Context: an optimization exercise on an open-source flow, tuned for small area and a short achievable clock period. The choices shown serve that exercise and are no tape-out recipe. RTL that was checked went through simulation tests only; none was proved equivalent to the original. No activity file was given, so power comes from the tool's default toggle rates.

## neuron_l2
module neuron_l2 (
    input clk,
    input reset,
    input enable,
    input startup,
    input signed [17*16-1:0] in,
    input signed [15:0] weight,
    output reg signed [15:0] out,
    output reg outvalid,
    output reg tmp3
);
export LEC_CHECK = 0
export CAP_MARGIN = 20
export CORE_MARGIN = 2
export CORE_UTILIZATION = 40
export CTS_CLUSTER_DIAMETER = 100
export CTS_CLUSTER_SIZE = 30
export SETUP_SLACK_MARGIN = 4.5
export SLEW_MARGIN = 20
create_clock -name core_clock -period 7.0 [get_ports {clk}]
standard.sh (not shown) runs the stock make flow with config.mk's settings and CLKGATE_MAP_FILE= SYNTH_SCRIPT=/design/flow/synth_recipe.tcl, a recipe that flattens the netlist after the stock synthesis.
==> flow/flow/run.sh <==
#!/bin/bash
# Standard layout, with plain buffers (not delay cells) on the ports.
set -euo pipefail
export BUFFER_PORTS_ARGS="-buffer_cell sky130_fd_sc_hd__buf_1"
bash standard.sh synth > make_synth.log 2>&1
bash standard.sh finish > make_finish.log 2>&1
Edit:
SETUP_SLACK_MARGIN = 4.65   (was 4.5)
Outcome:
- The new run passed the timing, DRC and antenna checks
- clock-buffer cell count went up by 2
- synthesized cell count stays the same
- via count went up by 1.1%
- global-route usage went up by 0.12 points
- worst setup slack got worse by 0.021 ns
- core utilization went up by 0.80 points
- power went up by 2.7%
- area after synthesis stays the same
- cell count stays flat
- clock skew went up by 0.014 ns
- sequential share of layout area went down by 0.76 points


neuron_l2, a different RTL version from the one above (not shown whole).
Size in the first run: roughly 2100 cells after synthesis, roughly 310 I/O pins, about 23000 sq um of cells after synthesis.
// neuron_l2
module neuron_l2 (
    input clk,
    input reset,
    input enable,
    input startup,
    input signed [17*16-1:0] in,
    input signed [15:0] weight,
    output reg signed [15:0] out,
    output reg outvalid,
    output reg tmp3
);
    wire load = enable & startup;
    wire comp = enable & ~startup;
    reg [15:0] C [0:16];
    reg [16:0] V;        
    reg [16:0] z;        
    reg [8:0] ps;        
    reg dly;             
    reg ld1;
    reg [15:0] wr1;
    wire [16:0] tz = {z[14:0], z[16:15]};    
    wire wen = dly ? ld1 : load;
    wire [15:0] wd = dly ? wr1 : weight;
    wire [15:0] wdn = ~wd;
    reg [16:0] wsel;
    integer j;
    always @(*) begin
        for (j = 0; j < 17; j = j + 1)
            wsel[j] = (j % 2 == 0) ? (wen & ps[j / 2]) : 1'b0;
    end
    always @(posedge clk) begin
        ld1 <= load;
        wr1 <= weight;
        if (!load) begin
            ps[0] <= tz[0];
            for (j = 1; j < 9; j = j + 1)
                ps[j] <= tz[2 * j] | tz[2 * j - 1];
            dly <= tz[1] | tz[3] | tz[5] | tz[7] | tz[9] | tz[11] | tz[13] | tz[15];
        end
        C[0] <= wsel[0] ? wd : C[16];
        for (j = 1; j < 17; j = j + 1)
            if (j % 2)
                C[j] <= C[j - 1];
            else
                C[j] <= ~(wsel[j] ? ((j % 4 == 2) ? wd : wdn) : C[j - 1]);
    end
    always @(posedge clk or posedge reset) begin
        if (reset) begin
            V <= 17'd0;
            z <= 17'd1;
        end else begin
            V <= wsel | {V[15:0], V[16]};
            z <= {z[15:0], z[16]};
        end
    end
    reg [4:0] raddr;
    reg newIn, s1, s2;
    always @(posedge clk or posedge reset) begin
        if (reset) begin
            raddr <= 0; newIn <= 0; s1 <= 0; s2 <= 0;
        end else if (enable) begin
            if (startup) begin
                raddr <= 0; newIn <= 0;
            end else if (raddr == 5'd16) begin
                raddr <= 0; newIn <= 1;
            end else begin
                raddr <= raddr + 5'd1; newIn <= 0;
            end
            s1 <= newIn; s2 <= s1;
        end else begin
            raddr <= 0; newIn <= 0;
        end
  ...
export LEC_CHECK = 0
export CAP_MARGIN = 20
export CORE_MARGIN = 2
export CORE_UTILIZATION = 40
export CTS_CLUSTER_DIAMETER = 100
export CTS_CLUSTER_SIZE = 30
export SETUP_SLACK_MARGIN = 4.5
export SLEW_MARGIN = 20
create_clock -name core_clock -period 7.0 [get_ports {clk}]
Scripts as last shown in full above: flow/flow/run.sh
Change:
Settings changed: SETUP_SLACK_MARGIN 4.5 to 4.6.
After rerunning: Clock power barely changes; hold slack gets better by 4.4 ps; power went up by about 0.8%; routed wire length went down by 6.7%; count of clock-buffer cells in the layout does not change; sequential cell count stays the same; non-clock buffer count came out higher by 12.
Change:
Settings changed: ABC_AREA set to 1, SETUP_SLACK_MARGIN 4.6 to 4.5.
Effect: The new run finished clean; total power drops by 0.76%; register-to-register slack degrades by 70 ps; count of clock-buffer cells in the layout climbs by 1; core utilization drops by 0.40 points; worst setup slack got worse by 23 ps; maximum frequency decreases by 0.94%; routed wire length falls by 5.8%; first-iteration DRC count came out higher by 52%; design area is lower by 2.6%.


neuron_l2, a different RTL version from the one above (not shown whole).
Size in the first run: roughly 2,000 cells after synthesis, roughly 550 flip-flops, roughly 310 I/O pins, about 0.022 mm^2 of cells after synthesis.
Settings: LEC_CHECK=0, CAP_MARGIN=20, CORE_MARGIN=2, CORE_UTILIZATION=40, CTS_CLUSTER_DIAMETER=100, CTS_CLUSTER_SIZE=30, SETUP_SLACK_MARGIN=4.65, SLEW_MARGIN=20; clock period 7.0 ns.
Scripts as last shown in full above: flow/flow/run.sh
Change:
--- a/flow/config.mk
+++ b/flow/config.mk
@@ -9,6 +9,6 @@
 export CORE_MARGIN = 2
-export CORE_UTILIZATION = 40
+export CORE_UTILIZATION = 50
 export CTS_CLUSTER_DIAMETER = 100
 export CTS_CLUSTER_SIZE = 30
-export SETUP_SLACK_MARGIN = 4.65
+export SETUP_SLACK_MARGIN = 4.6
 export SLEW_MARGIN = 20
Outcome: The new run finished clean; global-route usage rises by 5.9 points; routed wire length rises by a few percent; worst hold slack is better by 0.0051 ns; combinational power stays flat; critical path depth stays the same; final area falls slightly; total power barely changes; sequential share of layout area rises by 0.23 points; die area falls by about a fifth; clock skew hardly moves; sequential cell count does not change.
Change:
--- a/flow/config.mk
+++ b/flow/config.mk
@@ -9,5 +9,6 @@
 export CORE_MARGIN = 2
-export CORE_UTILIZATION = 50
+export CORE_UTILIZATION = 40
 export CTS_CLUSTER_DIAMETER = 100
 export CTS_CLUSTER_SIZE = 30
+export GPL_ROUTABILITY_DRIVEN = 0
 export SETUP_SLACK_MARGIN = 4.6
After rerunning: Synthesized area is unchanged. Via count hardly moves. Cell area came out higher by 0.79%. Routed wire length came out lower by 7.8%. Clock power came out higher by about 10%. Non-clock buffer count came out lower by 5. Worst hold slack is worse by 0.0035 ns.
Change:
--- a/flow/config.mk
+++ b/flow/config.mk
@@ -12,4 +12,3 @@
 export CTS_CLUSTER_SIZE = 30
-export GPL_ROUTABILITY_DRIVEN = 0
-export SETUP_SLACK_MARGIN = 4.6
+export SETUP_SLACK_MARGIN = 4.7
 export SLEW_MARGIN = 20
Hold slack stays flat.
Wire length rises by 9.7%.
Area after synthesis stays the same.
Synthesized cell count is unchanged.
Change:
--- a/flow/config.mk
+++ b/flow/config.mk
@@ -12,3 +12,3 @@
 export CTS_CLUSTER_SIZE = 30
-export SETUP_SLACK_MARGIN = 4.7
+export SETUP_SLACK_MARGIN = 4.6
 export SLEW_MARGIN = 20
Result: Design area fell slightly; final cell count came out lower slightly; area after synthesis does not change.
Change:
--- a/flow/config.mk
+++ b/flow/config.mk
@@ -12,3 +12,3 @@
 export CTS_CLUSTER_SIZE = 30
-export SETUP_SLACK_MARGIN = 4.6
+export SETUP_SLACK_MARGIN = 4.5
 export SLEW_MARGIN = 20
After rerunning:
- cell area goes down by 0.44%
- flip-flop and latch count is unchanged
- global-route usage goes up by 0.69 points
- fmax came out lower by 0.32%
- first-iteration DRC count is lower by 9.3%


oak:
neuron_l2, a different RTL version from the one above (not shown whole).
Size: ~2100 cells after synthesis, roughly 550 flip-flops, about 310 I/O pins.
==> flow/config.mk <==
export PLATFORM = sky130hd
export DESIGN_NAME = neuron_l2
export DESIGN_NICKNAME = neuron_l2
export VERILOG_FILES = /design/flow/design.v
export SDC_FILE = /design/flow/constraint.sdc
export NUM_CORES = 4
export LEC_CHECK = 0
export ABC_CLOCK_PERIOD_IN_PS = 2000
export CAP_MARGIN = 20
export CORE_MARGIN = 2
export CORE_UTILIZATION = 40
export SETUP_SLACK_MARGIN = 4.5
export SLEW_MARGIN = 20
==> flow/constraint.sdc <==
create_clock -name core_clock -period 7.0 [get_ports {clk}]
set_input_delay 1.4000 -clock core_clock [delete_from_list [all_inputs] [get_ports {clk}]]
set_output_delay 1.4000 -clock core_clock [all_outputs]
set_load 0.01 [all_outputs]
run.sh (not shown) runs the stock make flow with config.mk's settings and CLKGATE_MAP_FILE= SYNTH_SCRIPT=/design/flow/synth_recipe.tcl, a recipe that flattens the netlist after the stock synthesis.
Stock flow here: none of the scripts above is used.
oak completed end to end with timing, DRC and antenna clean.
Setup changes, oak to pine
Settings: ABC_CLOCK_PERIOD_IN_PS: 2000 -> unset; SETUP_SLACK_MARGIN: 4.5 -> unset.
Notes after the runs:
In pine, the multi-input combinational area share came out 0.22 points above the value in oak. Final instance area shrinks by a few percent when moving from oak to pine. When pine is set beside oak, its area of combinational cells with multiple inputs turns out to be 370 sq um smaller. pine has less setup slack than oak. pine against oak: total of fill cells in the finished design saw a decrease, global-route wire length before repair saw a decrease. For pine and oak, there was not a single run that failed to finish clean.
### pine -> birch
Settings: putting SETUP_SLACK_MARGIN at 4.5 where nothing was set.
- birch reports its power group with the largest share as combinational logic while pine reports registers.
- Compared with pine, birch ends up with more cell area.
- Going from pine to birch, the post-route minimum period was found to have gone down by 0.68 ns.
- Note that the layout buffer count excluding clock buffers recorded for birch amounts to 1.2 times the value seen in pine.
- birch vs pine, total power went up by about 3.3%.
- The cell count in birch sits 74 above the value recorded for pine.
For maple, these inputs were changed with respect to birch:
==> flow/flow/run.sh (new file) <==
#!/bin/bash
# Standard layout, with plain buffers (not delay cells) on the ports.
set -euo pipefail
export BUFFER_PORTS_ARGS="-buffer_cell sky130_fd_sc_hd__buf_2"
bash standard.sh synth > make_synth.log 2>&1
bash standard.sh finish > make_finish.log 2>&1
==> flow/standard.sh (new file) <==
#!/bin/bash
# synth_recipe.tcl (not shown) runs the flow's synth.tcl, then flattens the netlist and writes it again
# the make line also repeats each setting of config.mk as NAME=value (left out here)
make -C /OpenROAD-flow-scripts/flow DESIGN_CONFIG=/design/flow/config.mk WORK_HOME=/design/flow/orfs CLKGATE_MAP_FILE= SYNTH_SCRIPT=/design/flow/synth_recipe.tcl "${@:-finish}"
removed: flow/run.sh
==> comparison <==
- Both conditions hold for maple: the flow ran to the end and the final layout passed the timing, DRC and antenna checks.
- Sequential cell count: birch vs maple identical
- On part of the power in the clock network, birch and maple are basically level.
- [compare] base=birch new=maple: detailed-route wire length has decreased; total number of multi-input combinational cells has remained practically unchanged; power per standard cell area has increased; number of fill cells in the layout has increased.
No functional check of the RTL was part of any run of this note.

## afterwards: timing with drivers on the ports
The results above use ideal ports. As a check the final layouts listed here were re-extracted and re-timed, cells and wires unchanged. Step 1: set_driving_cell puts a clkbuf_16 on clk and a buf_2 on each other input, an assumption about the parent block. Step 2 moves the port delays by t, midway between the first and last clock arrival at a register: inputs arrive t later, outputs are due t later. That takes back most of the time a late clock gives input paths. Slacks: ideal / step 1 / step 2; pairs: ideal / step 1.
run | t, ns | setup slack, ns | worst hold slack (ns) | worst data-port slew with drivers (ns) | pins driven straight from the clock port
the first run of note 1 | 0.639 | 4.527 / 4.448 / 3.809 | 0.332 / 0.332 / 0.332 | 0.16 | 1
the second run of note 1 | 0.639 | 4.506 / 4.451 / 4.218 | 0.321 / 0.321 / 0.321 | 0.15 | 1
the first run of note 2 | 0.647 | 4.534 / 4.478 / 3.980 | 0.323 / 0.323 / 0.323 | 0.17 | 1
the second run of note 2 | 0.642 | 4.564 / 4.504 / 4.183 | 0.327 / 0.327 / 0.327 | 0.20 | 1
the third run of note 2 | 0.640 | 4.541 / 4.483 / 4.032 | 0.331 / 0.331 / 0.331 | 0.09 | 1
the first run of note 3 | 0.633 | 4.572 / 4.517 / 4.199 | 0.327 / 0.327 / 0.327 | 0.18 | 1
the second run of note 3 | 0.632 | 4.568 / 4.512 / 4.128 | 0.332 / 0.332 / 0.332 | 0.14 | 1
the third run of note 3 | 0.631 | 4.572 / 4.516 / 4.112 | 0.328 / 0.328 / 0.328 | 0.17 | 1
the fourth run of note 3 | 0.631 | 4.537 / 4.484 / 4.203 | 0.326 / 0.326 / 0.326 | 0.17 | 1
the fifth run of note 3 | 0.635 | 4.570 / 4.516 / 4.054 | 0.327 / 0.327 / 0.327 | 0.23 | 1
the sixth run of note 3 | 0.631 | 4.562 / 4.511 / 4.172 | 0.331 / 0.331 / 0.331 | 0.22 | 1
oak | 0.665 | 4.414 / 4.414 / 3.865 | 0.386 / 0.386 / 0.386 | 0.11 | 1
pine | 0.663 | 3.733 / 3.733 / 3.733 | 0.391 / 0.391 / 0.391 | 0.16 | 1
birch | 0.665 | 4.414 / 4.414 / 3.865 | 0.386 / 0.386 / 0.386 | 0.11 | 1
maple | 0.654 | 4.370 / 4.370 / 4.294 | 0.393 / 0.393 / 0.393 | 0.14 | 1
After both steps every run listed still meets setup and hold. The setup slack of the first run of note 1, which loses most, moves by -0.079 ns with the drivers and by -0.718 ns with both steps.
